This is an optimization exercise on Yosys and OpenROAD, whose aim is small area, a short achievable clock period and few clock cycles per item, not a production implementation.
Function was checked by simulation only, so behaviour that the tests miss may differ from the original.
Power figures rest on the tool's default switching activity, not on a simulated workload.

Design fpu_top, start of the top module:
module fpu_top
  (input wire         clk,
   input wire         rstn,
   input wire         start,
   input wire [3:0]   op,
   input wire [31:0]  a,
   input wire [31:0]  b,
   output wire        ready,
   output wire        done,
   output wire [31:0] result);
   reg                busy;
   reg                done_r;
   reg [3:0]          opr;
   reg [3:0]          cnt;
   reg [31:0]         ra;
   reg [31:0]         rb;
   reg [26:0]         X;         
   reg [24:0]         K;         
   reg [31:0]         PR;        
   reg [25:0]         M;         
   reg [7:0]          EYR;
   reg                RND, SY, NEG;
   reg [10:0]         rs;        
   assign ready = ~busy;
   assign done = done_r;
   wire               accept = rstn & start & ~busy;
   wire               op_div = (op == 4'd3);
   wire               op_one = (op == 4'd5) | (op == 4'd6) | (op == 4'd7) | (op == 4'd9) |
                               (op == 4'd10) | (op == 4'd11) | (op == 4'd13) | (op == 4'd14) | (op == 4'd15);
   wire               o_add = (opr == 4'd0) | (opr == 4'd1);
   wire               o_mul = (opr == 4'd2);
   wire               o_div = (opr == 4'd3);
   wire               o_sqrt = (opr == 4'd4);
   wire [25:0]        tdiv_y;
   tab_div _tdiv(.i(b[22:15]), .y(tdiv_y));
   wire [24:0]        ma_in = (|a[30:23] && ~a[23]) ? {2'b01,a[22:0]} : {1'b1,a[22:0],1'b0};
   wire [26:0]        tsqrt_lo, tsqrt_hi;
   tab_sqrt_lo _tsqlo(.i(a[22:17]), .y(tsqrt_lo));
   tab_sqrt_hi _tsqhi(.i(a[22:16]), .y(tsqrt_hi));
   wire [26:0]        tsqrt_y = (|a[30:23] && ~a[23]) ? tsqrt_lo : tsqrt_hi;
  ...
==> flow/config.mk <==
export PLATFORM = sky130hd
export DESIGN_NAME = fpu_top
export DESIGN_NICKNAME = fpu_top
export VERILOG_FILES = /design/flow/design.v
export SDC_FILE = /design/flow/constraint.sdc
export NUM_CORES = 8
export LEC_CHECK = 0
export CAP_MARGIN = 20
export CORE_MARGIN = 2
export CORE_UTILIZATION = 45
export SLEW_MARGIN = 20
export TNS_END_PERCENT = 10
==> flow/constraint.sdc <==
create_clock -name core_clock -period 17.5 [get_ports {clk}]
set_input_delay 3.5000 -clock core_clock [delete_from_list [all_inputs] [get_ports {clk}]]
set_output_delay 3.5000 -clock core_clock [all_outputs]
set_load 0.01 [all_outputs]
standard.sh (not shown) runs the stock make flow with config.mk's settings and CLKGATE_MAP_FILE= SYNTH_SCRIPT=/design/flow/synth_recipe.tcl, a recipe that flattens the netlist after the stock synthesis.
==> flow/flow/run.sh <==
#!/bin/bash
export SETUP_SLACK_MARGIN=9
export BUFFER_PORTS_ARGS="-buffer_cell sky130_fd_sc_hd__buf_4"
bash standard.sh > standard.log 2>&1
Testbench counts at the start, summed over its fixed seeds: cycles 58,171, ops 24,000.
Then changed:
--- a/flow/design.v
+++ b/flow/design.v
@@ -40,32 +40,33 @@
    wire [26:0] mia = fsel ? (mie1 >> de) : (mie2 >> de);
    wire tstck = fsel ? |(mie1 & lowmask) : |(mie2 & lowmask);
    wire [26:0] mye = eff_add ? {1'b0, ms, 2'b0} + mia : {1'b0, ms, 2'b0} - mia;
    wire es254 = (es == 8'd254);
    wire esgt1 = |es[7:1];
    reg [25:0] fmyf;
+   reg fstck;
    always @(*) begin
-      if (mye[26])
+      if (mye[26]) begin
          fmyf = es254 ? {1'b1, 25'b0} : mye[26:1];
-      else if (!mye[25] && esgt1)
+         fstck = es254 ? 1'b0 : tstck | mye[0];
+      end else if (!mye[25] && esgt1) begin
          fmyf = {mye[24:0], 1'b0};
-      else
+         fstck = tstck;
+      end else begin
          fmyf = mye[25:0];
+         fstck = tstck;
+      end
    end
    wire [7:0] es_p1 = es254 ? 8'd255 : es + 8'd1;
    wire [7:0] es_m1 = es - 8'd1;
    wire [7:0] feyr = mye[26] ? es_p1 : mye[25] ? es : (esgt1 & mye[24]) ? es_m1 : 8'd0;
    assign near = ~eff_add & ~|de[4:1];
    assign neg = mye[26];
    assign m = near ? mye[25:0] : fmyf;
    assign eyr = near ? es : feyr;
-   wire stck_r = tstck | mye[0];
-   wire rnd_r = ~es254 & mye[2] & (mye[1] | (~stck_r & mye[3]) | (stck_r & eff_add));
-   wire rnd_l = mye[0] & ((~tstck & mye[1]) | (tstck & eff_add));
-   wire rnd_0 = mye[1] & (mye[0] | (~tstck & mye[2]) | (tstck & eff_add));
-   assign rnd = mye[26] ? rnd_r : (!mye[25] && esgt1) ? rnd_l : rnd_0;
+   assign rnd = fmyf[1] & (fmyf[0] | (~fstck & fmyf[2]) | (fstck & eff_add));
 endmodule
 module fadd_s2
    (  input wire [31:0]  x1,
       input wire [31:0]  x2,
       input wire [25:0]  m,
       input wire [7:0]   eyr,
@@ -1395,19 +1396,19 @@
    wire               s20 = PR[0];
    wire               rP = P[22] & (P[21] | P[20] | s20 | P[23]);
    wire [25:0]        xo_div = P[48:23] + {25'b0, rP};
    wire               c0 = P[23] & rP;
    wire               cx = c0 | P[24];
    wire               m2z = ~|rb[22:0];
-   wire               x0 = m2z;
+   wire               x0 = m2z | (cx & &P[47:25]);
    wire [29:0]        n_sq = {1'b0, X, 1'b0} + {2'b0, X};
    wire [30:0]        p_sq = {n_sq, 1'b0} - {1'b0, P[49:20]};
    wire [26:0]        xo_sq;
    inc_pfx #(27) _incs(.x(p_sq[28:2]), .cin(p_sq[1] & (p_sq[0] | p_sq[2])), .y(xo_sq));
-   wire [22:0]        sq_base = xo_sq[26] ? xo_sq[25:3] : xo_sq[24:2];
-   wire               sq_c = xo_sq[26] ? xo_sq[2] : xo_sq[1];
+   wire [22:0]        sq_base = X[26] ? X[25:3] : X[24:2];
+   wire               sq_c = X[26] ? X[2] : X[1];
    wire               sq_z = sq_c & &sq_base;
    wire               mye24 = X[26] ? (&X[26:3] & X[2]) : (&X[25:2] & X[1]);
    wire [7:0]         ea_r = {{1'b0, ra[30]} + 2'd1, ra[29:24]};
    wire [7:0]         ey_sq = (X[26] ? 8'd254 - ea_r : 8'd253 - ea_r) + {7'b0, mye24};
    reg [6:0]          sa, sb;
    reg [2:0]          sc;
@@ -1421,14 +1422,14 @@
    wire [24:0]        mB = ({25{sb[0]}} & {2'b01, rb[22:0]}) |
                            ({25{sb[1]}} & {2'b01, x0 ? 23'b0 : P[47:25]}) |
                            ({25{sb[2]}} & ~P[49:25]) |
                            ({25{sb[3]}} & rb[24:0]) |
                            ({25{sb[4]}} & X[26:2]) |
                            ({25{sb[5]}} & P[49:25]) |
-                           ({25{sb[6]}} & {2'b01, K[22:0]});
-   wire               mC = (sc[0] & ~x0 & cx) | (sc[1] & ~P[24]) | (sc[2] & K[23]);
+                           ({25{sb[6]}} & {2'b01, sq_z ? 23'b0 : sq_base});
+   wire               mC = (sc[0] & ~x0 & cx) | (sc[1] & ~P[24]) | (sc[2] & ~sq_z & sq_c);
    reg [6:0]          sa_n, sb_n;
    reg [2:0]          sc_n;
    always @(*) begin
       sa_n = 7'b0000001; sb_n = 7'b0000001; sc_n = 3'b000;         
       if (accept) begin
          if (op == 4'd3) begin sa_n = 7'b0000010; sb_n = 7'b0000001; end         
@@ -1569,17 +1570,13 @@
          if (opr == 4'd8) ra <= fcvtws_y;
          if (o_div & (cnt == 4'd3)) X <= {1'b0, xo_div};
          if (o_mul | (o_div & (cnt == 4'd5))) K <= {3'b0, k_last};
          if (o_sqrt) begin
             case (cnt)
               4'd2, 4'd6: K <= P[50:26];
-              4'd4: X <= xo_sq;
-              4'd8: begin
-                 X <= xo_sq;
-                 K <= {1'b0, ~sq_z & sq_c, sq_z ? 23'b0 : sq_base};
-              end
+              4'd4, 4'd8: X <= xo_sq;
               4'd9: K <= {3'b0, k_last};
               default: ;
             endcase
          end
       end
    end
Effect: The new run finished clean. Power increases by 4.2%. Count of clock-buffer cells in the layout increases by 2. Cell area decreases by about 4%. Non-clock buffer count decreases by 84. Worst setup slack gets worse by 0.15 ns. Maximum frequency decreases by about 1.6%. First-iteration DRC count decreases by about 8%. Die area decreases by about 2.2%. Utilization decreases by 0.86 points.
Testbench counts after the change, summed over its fixed seeds: cycles 58,171, ops 24,000.

* * *

Starting RTL as in the previous note.
## fpu_top
module fpu_top
  (input wire         clk,
   input wire         rstn,
   input wire         start,
   input wire [3:0]   op,
   input wire [31:0]  a,
   input wire [31:0]  b,
   output wire        ready,
   output wire        done,
   output wire [31:0] result);
   reg                busy;
   reg                done_r;
   reg [3:0]          opr;
   reg [3:0]          cnt;
   reg [31:0]         ra;
   reg [31:0]         rb;
   reg [26:0]         X;         
   reg [24:0]         K;         
   reg [31:0]         PR;        
   reg [25:0]         M;         
   reg [7:0]          EYR;
   reg                RND, SY, NEG;
   reg [10:0]         rs;        
   assign ready = ~busy;
   assign done = done_r;
   wire               accept = rstn & start & ~busy;
   wire               op_div = (op == 4'd3);
   wire               op_one = (op == 4'd5) | (op == 4'd6) | (op == 4'd7) | (op == 4'd9) |
                               (op == 4'd10) | (op == 4'd11) | (op == 4'd13) | (op == 4'd14) | (op == 4'd15);
   wire               o_add = (opr == 4'd0) | (opr == 4'd1);
   wire               o_mul = (opr == 4'd2);
   wire               o_div = (opr == 4'd3);
   wire               o_sqrt = (opr == 4'd4);
   wire [25:0]        tdiv_y;
   tab_div _tdiv(.i(b[22:15]), .y(tdiv_y));
   wire [24:0]        ma_in = (|a[30:23] && ~a[23]) ? {2'b01,a[22:0]} : {1'b1,a[22:0],1'b0};
   wire [26:0]        tsqrt_lo, tsqrt_hi;
   tab_sqrt_lo _tsqlo(.i(a[22:17]), .y(tsqrt_lo));
   tab_sqrt_hi _tsqhi(.i(a[22:16]), .y(tsqrt_hi));
   wire [26:0]        tsqrt_y = (|a[30:23] && ~a[23]) ? tsqrt_lo : tsqrt_hi;
   wire [50:20]       P = PR[31:1];
   wire               s20 = PR[0];
   wire               rP = P[22] & (P[21] | P[20] | s20 | P[23]);
   wire [25:0]        xo_div = P[48:23] + {25'b0, rP};
   wire               c0 = P[23] & rP;
  ...
Settings: LEC_CHECK=0, CAP_MARGIN=20, CORE_MARGIN=2, CORE_UTILIZATION=45, SLEW_MARGIN=20, TNS_END_PERCENT=10; clock period 17.5 ns.
==> flow/flow/run.sh <==
#!/bin/bash
export SETUP_SLACK_MARGIN=9
bash standard.sh > standard.log 2>&1
Testbench counts at the start, summed over its fixed seeds: cycles 58,171, ops 24,000.
Edit:
--- a/flow/design.v
+++ b/flow/design.v
@@ -40,32 +40,33 @@
    wire [26:0] mia = fsel ? (mie1 >> de) : (mie2 >> de);
    wire tstck = fsel ? |(mie1 & lowmask) : |(mie2 & lowmask);
    wire [26:0] mye = eff_add ? {1'b0, ms, 2'b0} + mia : {1'b0, ms, 2'b0} - mia;
    wire es254 = (es == 8'd254);
    wire esgt1 = |es[7:1];
    reg [25:0] fmyf;
+   reg fstck;
    always @(*) begin
-      if (mye[26])
+      if (mye[26]) begin
          fmyf = es254 ? {1'b1, 25'b0} : mye[26:1];
-      else if (!mye[25] && esgt1)
+         fstck = es254 ? 1'b0 : tstck | mye[0];
+      end else if (!mye[25] && esgt1) begin
          fmyf = {mye[24:0], 1'b0};
-      else
+         fstck = tstck;
+      end else begin
          fmyf = mye[25:0];
+         fstck = tstck;
+      end
    end
    wire [7:0] es_p1 = es254 ? 8'd255 : es + 8'd1;
    wire [7:0] es_m1 = es - 8'd1;
    wire [7:0] feyr = mye[26] ? es_p1 : mye[25] ? es : (esgt1 & mye[24]) ? es_m1 : 8'd0;
    assign near = ~eff_add & ~|de[4:1];
    assign neg = mye[26];
    assign m = near ? mye[25:0] : fmyf;
    assign eyr = near ? es : feyr;
-   wire stck_r = tstck | mye[0];
-   wire rnd_r = ~es254 & mye[2] & (mye[1] | (~stck_r & mye[3]) | (stck_r & eff_add));
-   wire rnd_l = mye[0] & ((~tstck & mye[1]) | (tstck & eff_add));
-   wire rnd_0 = mye[1] & (mye[0] | (~tstck & mye[2]) | (tstck & eff_add));
-   assign rnd = mye[26] ? rnd_r : (!mye[25] && esgt1) ? rnd_l : rnd_0;
+   assign rnd = fmyf[1] & (fmyf[0] | (~fstck & fmyf[2]) | (fstck & eff_add));
 endmodule
 module fadd_s2
    (  input wire [31:0]  x1,
       input wire [31:0]  x2,
       input wire [25:0]  m,
       input wire [7:0]   eyr,
@@ -1395,19 +1396,19 @@
    wire               s20 = PR[0];
    wire               rP = P[22] & (P[21] | P[20] | s20 | P[23]);
    wire [25:0]        xo_div = P[48:23] + {25'b0, rP};
    wire               c0 = P[23] & rP;
    wire               cx = c0 | P[24];
    wire               m2z = ~|rb[22:0];
-   wire               x0 = m2z;
+   wire               x0 = m2z | (cx & &P[47:25]);
    wire [29:0]        n_sq = {1'b0, X, 1'b0} + {2'b0, X};
    wire [30:0]        p_sq = {n_sq, 1'b0} - {1'b0, P[49:20]};
    wire [26:0]        xo_sq;
    inc_pfx #(27) _incs(.x(p_sq[28:2]), .cin(p_sq[1] & (p_sq[0] | p_sq[2])), .y(xo_sq));
-   wire [22:0]        sq_base = xo_sq[26] ? xo_sq[25:3] : xo_sq[24:2];
-   wire               sq_c = xo_sq[26] ? xo_sq[2] : xo_sq[1];
+   wire [22:0]        sq_base = X[26] ? X[25:3] : X[24:2];
+   wire               sq_c = X[26] ? X[2] : X[1];
    wire               sq_z = sq_c & &sq_base;
    wire               mye24 = X[26] ? (&X[26:3] & X[2]) : (&X[25:2] & X[1]);
    wire [7:0]         ea_r = {{1'b0, ra[30]} + 2'd1, ra[29:24]};
    wire [7:0]         ey_sq = (X[26] ? 8'd254 - ea_r : 8'd253 - ea_r) + {7'b0, mye24};
    reg [6:0]          sa, sb;
    reg [2:0]          sc;
@@ -1421,14 +1422,14 @@
    wire [24:0]        mB = ({25{sb[0]}} & {2'b01, rb[22:0]}) |
                            ({25{sb[1]}} & {2'b01, x0 ? 23'b0 : P[47:25]}) |
                            ({25{sb[2]}} & ~P[49:25]) |
                            ({25{sb[3]}} & rb[24:0]) |
                            ({25{sb[4]}} & X[26:2]) |
                            ({25{sb[5]}} & P[49:25]) |
-                           ({25{sb[6]}} & {2'b01, K[22:0]});
-   wire               mC = (sc[0] & ~x0 & cx) | (sc[1] & ~P[24]) | (sc[2] & K[23]);
+                           ({25{sb[6]}} & {2'b01, sq_z ? 23'b0 : sq_base});
+   wire               mC = (sc[0] & ~x0 & cx) | (sc[1] & ~P[24]) | (sc[2] & ~sq_z & sq_c);
    reg [6:0]          sa_n, sb_n;
    reg [2:0]          sc_n;
    always @(*) begin
       sa_n = 7'b0000001; sb_n = 7'b0000001; sc_n = 3'b000;         
       if (accept) begin
          if (op == 4'd3) begin sa_n = 7'b0000010; sb_n = 7'b0000001; end         
@@ -1569,17 +1570,13 @@
          if (opr == 4'd8) ra <= fcvtws_y;
          if (o_div & (cnt == 4'd3)) X <= {1'b0, xo_div};
          if (o_mul | (o_div & (cnt == 4'd5))) K <= {3'b0, k_last};
          if (o_sqrt) begin
             case (cnt)
               4'd2, 4'd6: K <= P[50:26];
-              4'd4: X <= xo_sq;
-              4'd8: begin
-                 X <= xo_sq;
-                 K <= {1'b0, ~sq_z & sq_c, sq_z ? 23'b0 : sq_base};
-              end
+              4'd4, 4'd8: X <= xo_sq;
               4'd9: K <= {3'b0, k_last};
               default: ;
             endcase
          end
       end
    end
What happened: The changed run passed the timing, design-rule and antenna checks; worst hold slack is worse by 0.047 ns; wire length decreases by 3.8%; non-clock buffer count increases by 2; die area decreases by 2.2%; total power increases by 8.7%; sequential share of layout area increases by 0.20 points.
Testbench counts after the change, summed over its fixed seeds: cycles 58,171, ops 24,000.

-- port drivers added, routing unchanged --
In the flow no input, the clock included, has a driving cell. The finished layouts below were timed again as built, in two steps.
Step 1 assumes that a clkbuf_16 drives the clock port and a buf_2 every other input.
Step 2 times the ports against the registers' clock, not the clock port: input delays grow and output delays shrink by t, the midpoint of the rising clock arrivals with the driver on.
Three values: ideal ports, drivers, drivers and shift; two values: the first two.
| run | t (ns) | setup WS [ns] | hold slack, ns | latest minus earliest clock arrival (ns) | worst data-port slew with drivers (ns) |
|---|---|---|---|---|---|
| the first run of note 1 | 0.731 | 8.574 / 8.471 / 8.626 | 0.604 / 0.604 / 0.604 | 0.048 / 0.048 | 0.05 |
| the second run of note 1 | 0.740 | 8.425 / 8.346 / 8.728 | 0.542 / 0.542 / 0.542 | 0.032 / 0.033 | 0.05 |
| the first run of note 2 | 0.772 | 8.516 / 8.408 / 7.985 | 0.590 / 0.590 / 0.590 | 0.024 / 0.024 | 0.05 |
| the second run of note 2 | 0.732 | 8.546 / 8.467 / 7.977 | 0.543 / 0.543 / 0.543 | 0.059 / 0.059 | 0.05 |
After both steps setup and hold are still met in every run listed. The setup slack of the second run of note 2, which loses most, moves by -0.079 ns with the drivers and by -0.569 ns with both steps.
